What follows belongs to an exercise in optimizing a design on an open flow for small area and few clock cycles per item; a production flow would make more cautious choices. Where RTL was checked, it was by simulation tests only, not by an equivalence proof against the original. Only the layout flow was run in runs 2 and 3; the RTL was not checked for function there.

<file path="flow/design.v">
`timescale 1ns / 1ps
module scrambler
 #(parameter WIDTH = 24)
  (input  [6:0]       lfsr,
   output [WIDTH-1:0] fb);
  genvar i;
  generate
    for (i = 0; i < WIDTH; i = i + 1) begin : gen_feedback
      if (i < 4)
        xor2 u_fb(.a(lfsr[i+3]), .b(lfsr[i]), .y(fb[i]));
      else if (i < 7)
        xor2 u_fb(.a(lfsr[i]), .b(fb[i-4]), .y(fb[i]));
      else
        xor2 u_fb(.a(fb[i-7]), .b(fb[i-4]), .y(fb[i]));
    end
  endgenerate
endmodule
`timescale 1ns / 1ps
module encoder
 #(parameter WIDTH = 24)
  (input  [WIDTH-1:0]   data,
   input  [5:0]         history,
   input  [3:0]         tuser,
   output reg [2*WIDTH-1:0] coded);
  wire [WIDTH-1:0] g0;
  wire [WIDTH-1:0] g1;
  wire [2*WIDTH-1:0] hr;
  wire [2*WIDTH-1:0] tfr;
  wire [2*WIDTH-1:0] ttr;
  wire [WIDTH+5:0] operand = {data, history};
  wire [WIDTH+5:0] a;
  wire [WIDTH+5:0] b;
  genvar i;
  generate
    for (i = 3; i < WIDTH + 6; i = i + 1) begin : gen_a
      xor2 u_a(.a(operand[i]), .b(operand[i-2]), .y(a[i]));
    end
    assign a[2:0] = 3'b000;
    for (i = 6; i < WIDTH + 6; i = i + 1) begin : gen_b
      xor2 u_b(.a(a[i]), .b(operand[i-6]), .y(b[i]));
    end
    assign b[5:0] = 6'b000000;
    for (i = 0; i < WIDTH; i = i + 1) begin : gen_poly
      xor2 u_g0(.a(b[i+6]), .b(a[i+3]), .y(g0[i]));
      xor2 u_g1(.a(b[i+6]), .b(a[i+5]), .y(g1[i]));
    end
    for (i = 0; i < 2*WIDTH-1; i = i + 2) begin : gen_half_rate
      assign hr[i]   = g0[i/2];
      assign hr[i+1] = g1[i/2];
    end
    for (i = 0; i < 3*WIDTH/2-2; i = i + 3) begin : gen_two_thirds
      assign ttr[i]   = g0[2*(i/3)];
      assign ttr[i+1] = g1[2*(i/3)];
      assign ttr[i+2] = g0[2*(i/3)+1];
    end
    for (i = 0; i < 4*WIDTH/3-3; i = i + 4) begin : gen_three_fourths
      assign tfr[i]   = g0[i-i/4];
      assign tfr[i+1] = g1[i-i/4];
      assign tfr[i+2] = g0[i-i/4+1];
      assign tfr[i+3] = g1[i-i/4+2];
    end
  endgenerate
  assign ttr[2*WIDTH-1:3*WIDTH/2] = 0;
  assign tfr[2*WIDTH-1:4*WIDTH/3] = 0;
  always @*
    case (tuser)
      4'b1111, 4'b0111, 4'b1011, 4'b0011:
        coded = tfr;
      4'b0001:
        coded = ttr;
      default:
        coded = hr;
    endcase
endmodule
module xor2
  (input a,
   input b,
   output y);
  assign y = a ^ b;
endmodule
`timescale 1ns / 1ps
module system
  #(parameter WIDTH = 24)
   (input aclk,
    input aresetn,
    input [WIDTH-1:0] s_axis_tdata,
    input s_axis_tvalid,
    output s_axis_tready,
    input s_axis_tlast,
    input [3:0] s_axis_tuser,
    output [2*WIDTH-1:0] m_axis_tdata,
    output m_axis_tvalid,
    input m_axis_tready,
    output m_axis_tlast,
    output [3:0] m_axis_tuser);
    localparam SEED = 7'b1011101;
    reg [6:0]       lfsr;      
    reg [WIDTH-1:0] sdata;     
    reg [3:0]       tuser;
    reg             tlast;
    reg             tvalid;
    reg [5:0]       history;   
    wire [WIDTH-1:0] fb;
    scrambler #(.WIDTH(WIDTH)) scrambler_i(.lfsr(lfsr), .fb(fb));
    wire [WIDTH-1:0] smask = {sdata[WIDTH-1:WIDTH-7] & {7{~tlast}}, sdata[WIDTH-8:0]};
    assign s_axis_tready = ~tvalid | m_axis_tready;
    wire accept = s_axis_tvalid & s_axis_tready;
    always @(posedge aclk)
      if (~aresetn) begin
        lfsr   <= SEED;
        tlast  <= 1'b1;
        tvalid <= 1'b0;
      end
      else begin
        if (accept) begin
          lfsr  <= fb[WIDTH-1:WIDTH-7];
          tlast <= s_axis_tlast;
        end
        tvalid <= accept | (tvalid & ~m_axis_tready);
      end
    always @(posedge aclk)
      if (accept) begin
        sdata   <= s_axis_tdata ^ fb;
        tuser   <= s_axis_tuser;
        history <= smask[WIDTH-1:WIDTH-6];
      end
    encoder #(.WIDTH(WIDTH)) encoder_i(
        .data(smask),
        .history(history),
        .tuser(tuser),
        .coded(m_axis_tdata)
    );
    assign m_axis_tvalid = tvalid;
    assign m_axis_tlast  = tlast;
    assign m_axis_tuser  = tuser;
endmodule
</file>
<file path="flow/run.sh">
#!/bin/bash
# synth_recipe.tcl (not shown) runs the flow's synth.tcl, then flattens the netlist and writes it again
# the make line also repeats each setting of config.mk as NAME=value (left out here)
make -C /OpenROAD-flow-scripts/flow DESIGN_CONFIG=/design/flow/config.mk WORK_HOME=/design/flow/orfs CLKGATE_MAP_FILE= SYNTH_SCRIPT=/design/flow/synth_recipe.tcl finish
</file>
<file path="flow/config.mk">
export PLATFORM = sky130hd
export DESIGN_NAME = system
export DESIGN_NICKNAME = system
export VERILOG_FILES = /design/flow/design.v
export SDC_FILE = /design/flow/constraint.sdc
export NUM_CORES = 4
export LEC_CHECK = 0
export CAP_MARGIN = 20
export CORE_MARGIN = 2
export CORE_UTILIZATION = 40
export SLEW_MARGIN = 20
export SYNTH_HIERARCHICAL = 1
export SYNTH_MINIMUM_KEEP_SIZE = 0
</file>
<file path="flow/constraint.sdc">
create_clock -name core_clock -period 4.0 [get_ports {aclk}]
set_input_delay 0.8000 -clock core_clock [delete_from_list [all_inputs] [get_ports {aclk}]]
set_output_delay 0.8000 -clock core_clock [all_outputs]
set_load 0.01 [all_outputs]
</file>
==> results of run 1 <==
-- synthesized netlist by cell type (2+ instances only) --
master    instances  share of area (%)
buf_6             9                2.9
nand3_1           6               0.86
clkbuf_1          3               0.32
dfxtp_1           9                5.2
nand2_1           4               0.43
mux2i_1           2               0.58
a22o_1            4                1.0
nor2b_1           7                1.3
inv_1             7               0.76
edfxtp_1         34                 29
a221o_1          28                8.1
and2_1           12                2.2
xor2_1          147                 37
buf_2             3               0.43
o211ai_1          6                1.3
buf_4             4               0.86
and3_1           28                5.0
-- worst min path at each step --
| stage | end | slack [ns] |
|---|---|---|
| after floorplan | lfsr[1]$_SDFFE_PN0P_ | 0.45 |
| after global placement | lfsr[1]$_SDFFE_PN0P_ | 0.46 |
| after detailed placement | lfsr[1]$_SDFFE_PN0P_ | 0.47 |
| after CTS | lfsr[1]$_SDFFE_PN0P_ | 0.48 |
| after global routing | lfsr[1]$_SDFFE_PN0P_ | 0.52 |
| final | lfsr[1]$_SDFFE_PN0P_ | 0.47 |
-- layer usage --
metal  routed length (um)  share of wire [%]
met4                   97                1.2
met2                 3860                 49
met5                    0                  0
met1                 3550                 45
met3                  441                5.6
-- cell type report --
type	instances	area, um2
sequential	43	1200
inverter	7	26.3
clock buffer	6	82.6
multi-input combinational	251	2080
fill	781	4110
tap	108	135
clock inverter	2	13.8
timing repair buffer	90	893
-- Yosys stat by module (local to each module, per instance), a selection --
module  area (um2)  flops+latches  cells
xor2          8.76              0      1
system        1650             43    106
-- through the flow --
step | worst slack (ns) | cell area, um2
2_1_floorplan | 1.38 | 3470
3_3_place_gp | 0.705 | 4340
3_5_place_dp | 0.681 | 4340
4_1_cts | 0.335 | 4440
5_1_grt | 0.177 | 4440
6_report | 0.350 | 4440
-- sequential cells by signal, indices dropped and copies added (netlist names) --
| signal | cells |
|---|---|
| lfsr | 7 |
| history | 6 |
| sdata | 24 |
| tlast | 1 |
| tuser | 4 |
| tvalid | 1 |
-- critical path, cell delays in order (launching register included) --
cell and delay (ns):
dfxtp_1 0.40, nor2b_1 0.34, xor2_1 0.39, xor2_1 0.27, xor2_1 0.30, and3_1 0.21, a221o_1 0.11, clkdlybuf4s50_1 0.54
-- cells by family after synthesis --
logic type,Yosys count,synth area share (%)
xor gates and xnor gates,147,37.1
and+or+nand+nor,61,11.2
DFF,43,34.6
AOI/OAI and AO/OA,40,10.8
buffers and inverters,27,5.44
muxes,3,0.900
==> notes.md, run 1 <==
Setup violations, final 0; Initial DRC Count 74; commonest non-fill, non-tap cell in the layout xor2_1; Synth async-reset ratio 0%; proportion of layout cells with a drive suffix above 1 3.76%; CP max FO 9; final core utilization 51.9%; M1 GR Usage 21.4%; setup bufs post-CTS 0; syn_area_per_cell 10.8 um2; TNS Setup 0 ns; Via Count 2552; gr usage total 16.8%; Final Hold Fails 0; Hold Crit Start lfsr[1]$_SDFFE_PN0P_; Mapped Nets 354; fmax 274 MHz; non-filler instance count after layout 507; post-synthesis cell type count 25; vias per cell 5.03; flops & latches, synth 43; worst setup path class reg -> out; DRC 0; Area Overhead vs Synth 27.7%; type of origin of the critical path register; CTS max path bufs 2; final hold slack 0.474 ns; worst reg2reg setup slack 0.92 ns; Starting Density 40.6%; core area 8550 um2; Worst-path clk slew 0.09 ns; Yosys Warn Count 8; FP Rows 34; Worst Path Required 3.20 ns; worst r2r path cells 7; most used routing layer met2; die extent in y 97.2 um; Layout Nets 431; CTS tree done; hold_buf cts 0; Reg-to-Reg Start lfsr[3]$_SDFFE_PN1P_; Final HPWL DP 6.47 mm; worst skew pair latency 0.29 ns; Die ar. 9450 um2; Slew Limit Fails 0; Gates resized, CTS repair 0; endpoint type of the worst setup path output port; initial antenna violation count 0; CTS Buf Count 5; Tcrit/Tclk final 91.3%; met3 usage 2.95%; Mapped Area 3470 um2; GP Congestion 0.835; DR WL/cell 15.7 um; placed insts 499; M2 GR Usage 29.2%; outcome timing/DRC/antenna clean; register area share after synthesis 34.6%; Die W 97.2 um; drt first pass iters 4; # Max-Cap Violations 0; first-pass GRT wire length 12.9 mm; clk sinks 43; Worst Setup SP tlast$_SDFFE_PN1P_; slew of the pin with the lowest slew margin 0.866 ns; min-delay worst type reg -> reg; Max H-tree Level 2; diode count 0; CTS Root Cell clkbuf_8; Top FF cell, synth edfxtp_1; Slew HR 42.3%; worst reg2reg endpoint sdata[20]$_DFFE_PP_; post-synthesis cell count 321; Setup Skew 0.0126 ns; total congestion overflow 0; crit path to m_axis_tdata[27]; fin crit period 3.65 ns; total wire length 7.94 mm; Ports 88; vias in the first global route 2580; Post-synth EDFFs 34; RSZ-0062 raised after global routing false; commonest cells after routing, fill and taps aside 147 x xor2_1, 87 x clkdlybuf4s50_1, 34 x edfxtp_1; IO buf count 87; CP arrival 2.85 ns; Hold Path Depth 2; Post-DRT Antenna Nets 0; largest net degree at the start of global routing 46
Testbench counts, summed over its fixed seeds: cycles 12,472, items 12,464.
==> run 2: changes to the inputs <==
--- a/flow/design.v
+++ b/flow/design.v
@@ -7,11 +7,11 @@
   generate
     for (i = 0; i < WIDTH; i = i + 1) begin : gen_feedback
       if (i < 4)
-        xor2 u_fb(.a(lfsr[i+3]), .b(lfsr[i]), .y(fb[i]));
+        assign fb[i] = lfsr[i+3] ^ lfsr[i];
       else if (i < 7)
-        xor2 u_fb(.a(lfsr[i]), .b(fb[i-4]), .y(fb[i]));
+        assign fb[i] = lfsr[i] ^ fb[i-4];
       else
-        xor2 u_fb(.a(fb[i-7]), .b(fb[i-4]), .y(fb[i]));
+        assign fb[i] = fb[i-7] ^ fb[i-4];
     end
   endgenerate
 endmodule
@@ -33,16 +33,16 @@
   genvar i;
   generate
     for (i = 3; i < WIDTH + 6; i = i + 1) begin : gen_a
-      xor2 u_a(.a(operand[i]), .b(operand[i-2]), .y(a[i]));
+      assign a[i] = operand[i] ^ operand[i-2];
     end
     assign a[2:0] = 3'b000;
     for (i = 6; i < WIDTH + 6; i = i + 1) begin : gen_b
-      xor2 u_b(.a(a[i]), .b(operand[i-6]), .y(b[i]));
+      assign b[i] = a[i] ^ operand[i-6];
     end
     assign b[5:0] = 6'b000000;
     for (i = 0; i < WIDTH; i = i + 1) begin : gen_poly
-      xor2 u_g0(.a(b[i+6]), .b(a[i+3]), .y(g0[i]));
-      xor2 u_g1(.a(b[i+6]), .b(a[i+5]), .y(g1[i]));
+      assign g0[i] = b[i+6] ^ a[i+3];
+      assign g1[i] = b[i+6] ^ a[i+5];
     end
     for (i = 0; i < 2*WIDTH-1; i = i + 2) begin : gen_half_rate
       assign hr[i]   = g0[i/2];
@@ -71,12 +71,6 @@
       default:
         coded = hr;
     endcase
-endmodule
-module xor2
-  (input a,
-   input b,
-   output y);
-  assign y = a ^ b;
 endmodule
 `timescale 1ns / 1ps
 module system
--- a/flow/config.mk
+++ b/flow/config.mk
@@ -9,5 +9,3 @@
 export CORE_MARGIN = 2
 export CORE_UTILIZATION = 40
 export SLEW_MARGIN = 20
-export SYNTH_HIERARCHICAL = 1
-export SYNTH_MINIMUM_KEEP_SIZE = 0
==> notes.md, run 2 <==
outcome timing/DRC/antenna clean (unchanged); Synth area leaders xnor2_1 31%, edfxtp_1 27%, xor2_1 10% (was xor2_1 37%, edfxtp_1 29%, a221o_1 8.1%); commonest cells after routing, fill and taps aside 132 x xnor2_1, 87 x clkdlybuf4s50_1, 44 x xor2_1 (was 147 x xor2_1, 87 x clkdlybuf4s50_1, 34 x edfxtp_1); GP Congestion 0.889 (was 0.835); post-synthesis cell count 394 (was 321); Yosys Warn Count 2 (was 8); CTS max path bufs 2 (unchanged); Via Count 2818 (was 2552); total congestion overflow 0 (unchanged); CP arrival 2.55 ns (was 2.85 ns); die extent in y 101 um (was 97.2 um); worst skew pair latency 0.29 ns (about the same); total wire length 8.66 mm (was 7.94 mm); commonest non-fill, non-tap cell in the layout xnor2_1 (was xor2_1); Worst path most repeated cell xor2_1 (unchanged); largest net degree at the start of global routing 32 (was 46); Ports 88 (unchanged); Fillers 882 (was 781); gr usage total 17.3% (was 16.8%); dpl cell area 4700 um2 (was 4340 um2); CTS tree done (unchanged); Tcrit/Tclk final 83.9% (was 91.3%); endpoint type of the worst setup path output port (unchanged); Mapped Nets 427 (was 354); type of origin of the critical path register (unchanged); worst setup path class reg -> out (unchanged); initial antenna violation count 0 (unchanged); diode count 0 (unchanged); Die W 101 um (was 97.2 um); hold_buf cts 0 (unchanged); slowest stage delay, CP 0.56 ns (was 0.54 ns); clk sinks 43 (unchanged); Synth async-reset ratio 0% (unchanged); post-synth top area share 30.6% (was 37.1%); Die ar. 10200 um2 (was 9450 um2); Final Hold Fails 0 (unchanged); Mapped Area 3780 um2 (was 3470 um2); TNS Setup 0 ns (unchanged); min-delay worst type reg -> reg (unchanged); CTS Root Cell clkbuf_8 (unchanged); Gates resized, CTS repair 0 (unchanged); syn_area_per_cell 9.59 um2 (was 10.8 um2); fmax 298 MHz (was 274 MHz); IO buf count 87 (unchanged); Post-synth EDFFs 34 (unchanged); Setup Skew 0.00504 ns (was 0.0126 ns); Initial DRC Count 152 (was 74); final core utilization 52.3% (was 51.9%); core area 9200 um2 (was 8550 um2); Worst-path clk slew 0.08 ns (was 0.09 ns); first-pass GRT wire length 14.0 mm (was 12.9 mm); final instance area 4810 um2 (was 4440 um2); Slowest-stage cell, CP edfxtp_1 (was clkdlybuf4s50_1); Post-synth top cells 132 x xnor2_1, 44 x xor2_1, 34 x edfxtp_1 (was 147 x xor2_1, 34 x edfxtp_1, 28 x a221o_1, 28 x and3_1, 12 x and2_1); fin crit period 3.35 ns (was 3.65 ns); vias in the first global route 2771 (was 2580); Final HPWL DP 7.24 mm (was 6.47 mm); RSZ-0062 raised after global routing false (unchanged); Hold Crit Start tvalid$_SDFF_PN0_ (was lfsr[1]$_SDFFE_PN0P_); Hold Path Depth 2 (unchanged); non-filler instance count after layout 575 (was 507); biggest regs sdata: 24 flops, lfsr: 7 flops, history: 6 flops (unchanged); CP max FO 7 (was 9); slew of the pin with the lowest slew margin 0.679 ns (was 0.866 ns); DR WL/cell 15.1 um (was 15.7 um); CTS Buf Count 5 (unchanged); FP Rows 35 (was 34); CP cell instances xnor2_1 > xor2_1 > xor2_1 > a222oi_1 > inv_1 > clkdlybuf4s50_1 (was nor2b_1 > xor2_1 > xor2_1 > xor2_1 > and3_1 > a221o_1 > clkdlybuf4s50_1); worst reg2reg endpoint sdata[17]$_DFFE_PP_ (was sdata[20]$_DFFE_PP_); Reg-to-Reg Start lfsr[2]$_SDFFE_PN1P_ (was lfsr[3]$_SDFFE_PN1P_); Starting Density 41.1% (was 40.6%); Setup violations, final 0 (unchanged); worst r2r path cells 4 (was 7); # Max-Cap Violations 0 (unchanged); max reg flops 24 (unchanged); vias per cell 4.90 (was 5.03); Synth area leader xnor2_1 (was xor2_1); largest reg by FF count sdata (unchanged); Hold Path End tvalid$_SDFF_PN0_ (was lfsr[1]$_SDFFE_PN0P_); post-synthesis cell type count 38 (was 25); flops & latches, synth 43 (unchanged); setup bufs post-CTS 0 (unchanged); drt first pass iters 7 (was 4); worst reg2reg setup slack 2.36 ns (was 0.92 ns); placed insts 567 (was 499); Layout Nets 496 (was 431); DRC 0 (unchanged); Area Overhead vs Synth 27.3% (was 27.7%); Top FF cell, synth edfxtp_1 (unchanged); Slew Limit Fails 0 (unchanged); Post-DRT Antenna Nets 0 (unchanged); most frequent cell after synthesis xnor2_1 (was xor2_1); Max H-tree Level 2 (unchanged); Slew HR 54.7% (was 42.3%); register area share after synthesis 31.8% (was 34.6%); proportion of layout cells with a drive suffix above 1 4.31% (was 3.76%); Worst Path Required 3.20 ns (about the same)
run 2: cell types whose count changed after synthesis, moves of 7 or more:
cell / before / now
and2_1: 12 / 4
buf_2: 3 / 18
clkbuf_1: 3 / 10
a221o_1: 28 / 1
nor2_1: 1 / 20
xnor2_1: 0 / 132
and3_1: 28 / 1
a222oi_1: 0 / 10
xor2_1: 147 / 44
nand2_1: 4 / 31
o21ai_0: 0 / 9
a22oi_1: 0 / 12
buf_6: 9 / 0
run 2: critical path, delay by kind of cell (launching register included):
family / cells / cell delay, ns
xor gates and xnor gates: 3 / 0.78
DFF: 1 / 0.56
AOI/OAI and AO/OA: 1 / 0.38
buffers and inverters: 2 / 0.55
run 2: cells by family (layout without fill, tap and decap cells):
family | count (synthesis) | after routing | share of synthesized area [%]
AO/OA/AOI/OAI | 49 | 49 | 9.87
buffers and inverters | 41 | 111 | 4.67
flip-flops | 43 | 43 | 31.8
multiplexers | 2 | 2 | 0.530
XOR/XNOR | 183 | 183 | 43.8
AND/OR/NAND/NOR | 76 | 76 | 9.31
run 2: metrics by stage:
stage / setup WS, ns / hold WS, ns
CTS: 0.634 / 0.554
global route: 0.441 / 0.595
finish: 0.646 / 0.545
global placement: 0.962 / 0.529
floorplan: 1.36 / 0.559
detailed placement: 0.973 / 0.540
run 2: final cells by class:
cell class | instances | area [um2] | area share [%]
Sequential cell | 43 | 1200 | 25.0
Multi-Input combinational cell | 310 | 2410 | 50.2
Clock inverter | 3 | 42.5 | 0.884
Clock buffer | 5 | 68.8 | 1.43
Tap cell | 111 | 139 | 2.89
Timing Repair Buffer | 91 | 901 | 18.7
Inverter | 12 | 45.0 | 0.937
run 2: how the worst max path moves through the flow:
stage                             start  cells after the start  slack, ns              endpoint
finish              sdata[14]$_DFFE_PP_                      6       0.65      m_axis_tdata[19]
global route         sdata[1]$_DFFE_PP_                      6       0.44      m_axis_tdata[12]
CTS                  sdata[1]$_DFFE_PP_                      6       0.63       m_axis_tdata[9]
detailed placement   sdata[1]$_DFFE_PP_                      6       0.97       m_axis_tdata[9]
global placement    sdata[10]$_DFFE_PP_                      6       0.96      m_axis_tdata[18]
floorplan                 m_axis_tready                      5       1.36  lfsr[4]$_SDFFE_PN1P_
run 2: layer usage:
metal | up-vias | share of wire [%] | global-route usage [%]
met5 | - | 0 | 0
met4 | 0 | 0.95 | 3.12
met3 | 9 | 4.5 | 2.48
met2 | 90 | 46 | 28.6
met1 | 1276 | 48 | 24.5
li1 | 1443 | - | -
==> run 3: changes to the inputs <==
--- a/flow/design.v
+++ b/flow/design.v
@@ -28,21 +28,11 @@
   wire [2*WIDTH-1:0] tfr;
   wire [2*WIDTH-1:0] ttr;
   wire [WIDTH+5:0] operand = {data, history};
-  wire [WIDTH+5:0] a;
-  wire [WIDTH+5:0] b;
   genvar i;
   generate
-    for (i = 3; i < WIDTH + 6; i = i + 1) begin : gen_a
-      assign a[i] = operand[i] ^ operand[i-2];
-    end
-    assign a[2:0] = 3'b000;
-    for (i = 6; i < WIDTH + 6; i = i + 1) begin : gen_b
-      assign b[i] = a[i] ^ operand[i-6];
-    end
-    assign b[5:0] = 6'b000000;
     for (i = 0; i < WIDTH; i = i + 1) begin : gen_poly
-      assign g0[i] = b[i+6] ^ a[i+3];
-      assign g1[i] = b[i+6] ^ a[i+5];
+      assign g0[i] = operand[i+6] ^ operand[i+4] ^ operand[i+3] ^ operand[i+1] ^ operand[i];
+      assign g1[i] = g0[i] ^ operand[i+5] ^ operand[i+1];
     end
     for (i = 0; i < 2*WIDTH-1; i = i + 2) begin : gen_half_rate
       assign hr[i]   = g0[i/2];
==> notes.md, run 3 <==
Final HPWL DP 7.51 mm (was 7.24 mm); max reg flops 24 (unchanged); min-delay worst type reg -> reg (unchanged); DR WL/cell 16.3 um (was 15.1 um); most frequent cell after synthesis xnor2_1 (unchanged); Top FF cell, synth edfxtp_1 (unchanged); core area 9200 um2 (unchanged); proportion of layout cells with a drive suffix above 1 5.96% (was 4.31%); fmax 284 MHz (was 298 MHz); setup bufs post-CTS 0 (unchanged); Area Overhead vs Synth 26.4% (was 27.3%); Yosys Warn Count 2 (unchanged); Starting Density 41.1% (about the same); diode count 0 (unchanged); Synth async-reset ratio 0% (unchanged); CTS tree done (unchanged); die extent in y 101 um (about the same); CTS Buf Count 5 (unchanged); post-synth top area share 28.7% (was 30.6%); worst r2r path cells 4 (unchanged); worst reg2reg endpoint sdata[19]$_DFFE_PP_ (was sdata[17]$_DFFE_PP_); Ports 88 (unchanged); Hold Path Depth 2 (unchanged); syn_area_per_cell 9.80 um2 (was 9.59 um2); Post-synth EDFFs 34 (unchanged); Mapped Nets 419 (was 427); vias in the first global route 2804 (was 2771); DRC 0 (unchanged); CTS max path bufs 2 (unchanged); Max H-tree Level 2 (unchanged); register area share after synthesis 31.7% (was 31.8%); clk sinks 43 (unchanged); slew of the pin with the lowest slew margin 0.785 ns (was 0.679 ns); Place WS 0.808 ns (was 0.973 ns); biggest regs sdata: 24 flops, lfsr: 7 flops, history: 6 flops (unchanged); IO buf count 87 (unchanged); Setup Skew 0.00754 ns (was 0.00504 ns); Tcrit/Tclk final 87.9% (was 83.9%); post-route setup slack 0.482 ns (was 0.646 ns); Reg-to-Reg Start lfsr[3]$_SDFFE_PN1P_ (was lfsr[2]$_SDFFE_PN1P_); total congestion overflow 0 (unchanged); post-synthesis cell count 386 (was 394); fin crit period 3.52 ns (was 3.35 ns); Mapped Area 3780 um2 (about the same); Die ar. 10300 um2 (was 10200 um2); Final Hold Fails 0 (unchanged); initial antenna violation count 0 (unchanged); first-pass GRT wire length 14.7 mm (was 14.0 mm); Layout Nets 485 (was 496); worst skew pair latency 0.30 ns (was 0.29 ns); final core utilization 52.0% (was 52.3%); RSZ-0062 raised after global routing false (unchanged); commonest non-fill, non-tap cell in the layout xnor2_1 (unchanged); FF/Latch Area 1200 um2 (unchanged); TNS Setup 0 ns (unchanged); Synth area leaders xnor2_1 29%, edfxtp_1 27%, xor2_1 8.3% (was xnor2_1 31%, edfxtp_1 27%, xor2_1 10%); total wire length 9.18 mm (was 8.66 mm); Hold Path End tvalid$_SDFF_PN0_ (unchanged); FP Rows 35 (unchanged); largest net degree at the start of global routing 24 (was 32); Post-synth top cells 124 x xnor2_1, 36 x xor2_1, 34 x edfxtp_1 (was 132 x xnor2_1, 44 x xor2_1, 34 x edfxtp_1); Worst path most repeated cell xnor2_1 (was xor2_1); flops & latches, synth 43 (unchanged); worst setup path class reg -> out (unchanged); slowest stage delay, CP 0.58 ns (was 0.56 ns); commonest cells after routing, fill and taps aside 124 x xnor2_1, 87 x clkdlybuf4s50_1, 36 x xor2_1 (was 132 x xnor2_1, 87 x clkdlybuf4s50_1, 44 x xor2_1); Slew HR 47.7% (was 54.7%); Via Count 2826 (was 2818); CP max FO 6 (was 7); CP arrival 2.72 ns (was 2.55 ns); CP cell instances xnor2_1 > xor3_1 > xnor2_1 > or2_0 > o221ai_1 > clkdlybuf4s50_1 (was xnor2_1 > xor2_1 > xor2_1 > a222oi_1 > inv_1 > clkdlybuf4s50_1); Fillers 879 (was 882); Hold Crit Start tvalid$_SDFF_PN0_ (unchanged); largest reg by FF count sdata (unchanged); Synth area leader xnor2_1 (unchanged); hold_buf cts 0 (unchanged); Slowest-stage cell, CP clkdlybuf4s50_1 (was edfxtp_1); Worst Path Required 3.20 ns (about the same); Slew Limit Fails 0 (unchanged); Setup violations, final 0 (unchanged); drt first pass iters 5 (was 7); # Max-Cap Violations 0 (unchanged); outcome timing/DRC/antenna clean (unchanged); Post-DRT Antenna Nets 0 (unchanged); Gates resized, CTS repair 0 (unchanged); CTS Root Cell clkbuf_8 (unchanged); Multi-input gate area 2400 um2 (was 2410 um2); Die W 101 um (about the same); endpoint type of the worst setup path output port (unchanged); post-synthesis cell type count 43 (was 38); GP Congestion 0.833 (was 0.889); Worst-path clk slew 0.09 ns (was 0.08 ns); vias per cell 5.01 (was 4.90); type of origin of the critical path register (unchanged); worst reg2reg setup slack 1.99 ns (was 2.36 ns); Initial DRC Count 145 (was 152); gr usage total 18.4% (was 17.3%)
## run 3: cell count changes after synthesis, moves of 4 or more
| cell | delta |
|---|---|
| o221ai_1 | +4 |
| xor2_1 | -8 |
| buf_4 | +4 |
| buf_2 | -10 |
| xnor2_1 | -8 |
| clkbuf_1 | +10 |
## run 3: area by class of cell
type / count / area share (%)
Tap cell: 111 / 2.90
Multi-Input combinational cell: 301 / 50.3
Timing Repair Buffer: 92 / 19.0
Clock inverter: 3 / 0.549
Sequential cell: 43 / 25.1
Inverter: 9 / 0.706
Clock buffer: 5 / 1.44
## run 3: cells by family (layout without fill, tap and decap cells)
group | count (synthesis) | count (layout) | share of synthesized area (%)
AND/OR/NAND/NOR | 77 | 77 | 9.06
flip-flops | 43 | 43 | 31.7
XOR/XNOR | 174 | 174 | 44.3
buffers and inverters | 42 | 109 | 4.86
AO/OA/AOI/OAI | 50 | 50 | 10.1
## run 3: how the worst max path moves through the flow
stage / end / slack, ns / depth (start not counted) / startpoint
CTS: m_axis_tdata[31] / 0.46 / 6 / sdata[15]$_DFFE_PP_
global placement: m_axis_tdata[19] / 0.82 / 6 / sdata[4]$_DFFE_PP_
finish: m_axis_tdata[31] / 0.48 / 6 / sdata[15]$_DFFE_PP_
detailed placement: m_axis_tdata[31] / 0.81 / 6 / sdata[15]$_DFFE_PP_
global route: m_axis_tdata[31] / 0.29 / 6 / sdata[15]$_DFFE_PP_
floorplan: lfsr[4]$_SDFFE_PN1P_ / 1.36 / 5 / m_axis_tready
## run 3: routing by layer
layer / share of wire (%) / GRT usage [%]
met5: 0 / 0
met4: 0.93 / 3.95
met3: 6.2 / 2.48
met2: 49 / 32.0
met1: 44 / 24.5
## run 3: worst max-delay path, delay by kind of cell, from the launching register on
family          cells  cell delay, ns
buf+inv             1            0.58
xor+xnor            3            1.03
compound gates      1            0.07
simple gates        1            0.20
flops               1            0.53
## run 3: per-stage QoR
step	instances	instance area [um2]	hold WS [ns]
2_1_floorplan	386	3780	0.539
3_3_place_gp	556	4690	0.525
3_5_place_dp	556	4690	0.539
4_1_cts	564	4780	0.558
5_1_grt	564	4780	0.590
6_report	564	4780	0.551

-- static timing again, ports no longer ideal --
In the flow no input, the clock included, has a driving cell. The finished layouts below were timed again as built, in two steps. Step 1 sets driving cells, clkbuf_16 on the clock port and buf_2 on the other inputs (assumed; they add their load-dependent delay and slew). Step 2 adds t to the input delays and takes it off the output delays; t is the mean of the earliest and latest rising clock arrival at the registers after step 1. Input paths then give back, and output paths get back, about the clock's delay inside the block. Slacks: no drivers / after step 1 / after step 2; pairs: no drivers / after step 1.
| run | t, ns | setup slack, ns | worst hold slack (ns) | clock arrival spread, ns | cell pins on the clock port's net |
|---|---|---|---|---|---|
| run 1 | 0.315 | 0.350 / 0.322 / 0.637 | 0.474 / 0.474 / 0.474 | 0.012 / 0.013 | 1 |
| run 2 | 0.315 | 0.646 / 0.621 / 0.935 | 0.545 / 0.545 / 0.545 | 0.007 / 0.007 | 1 |
| run 3 | 0.324 | 0.482 / 0.455 / 0.778 | 0.551 / 0.551 / 0.551 | 0.008 / 0.007 | 1 |
After both steps setup and hold are still met in every run listed.
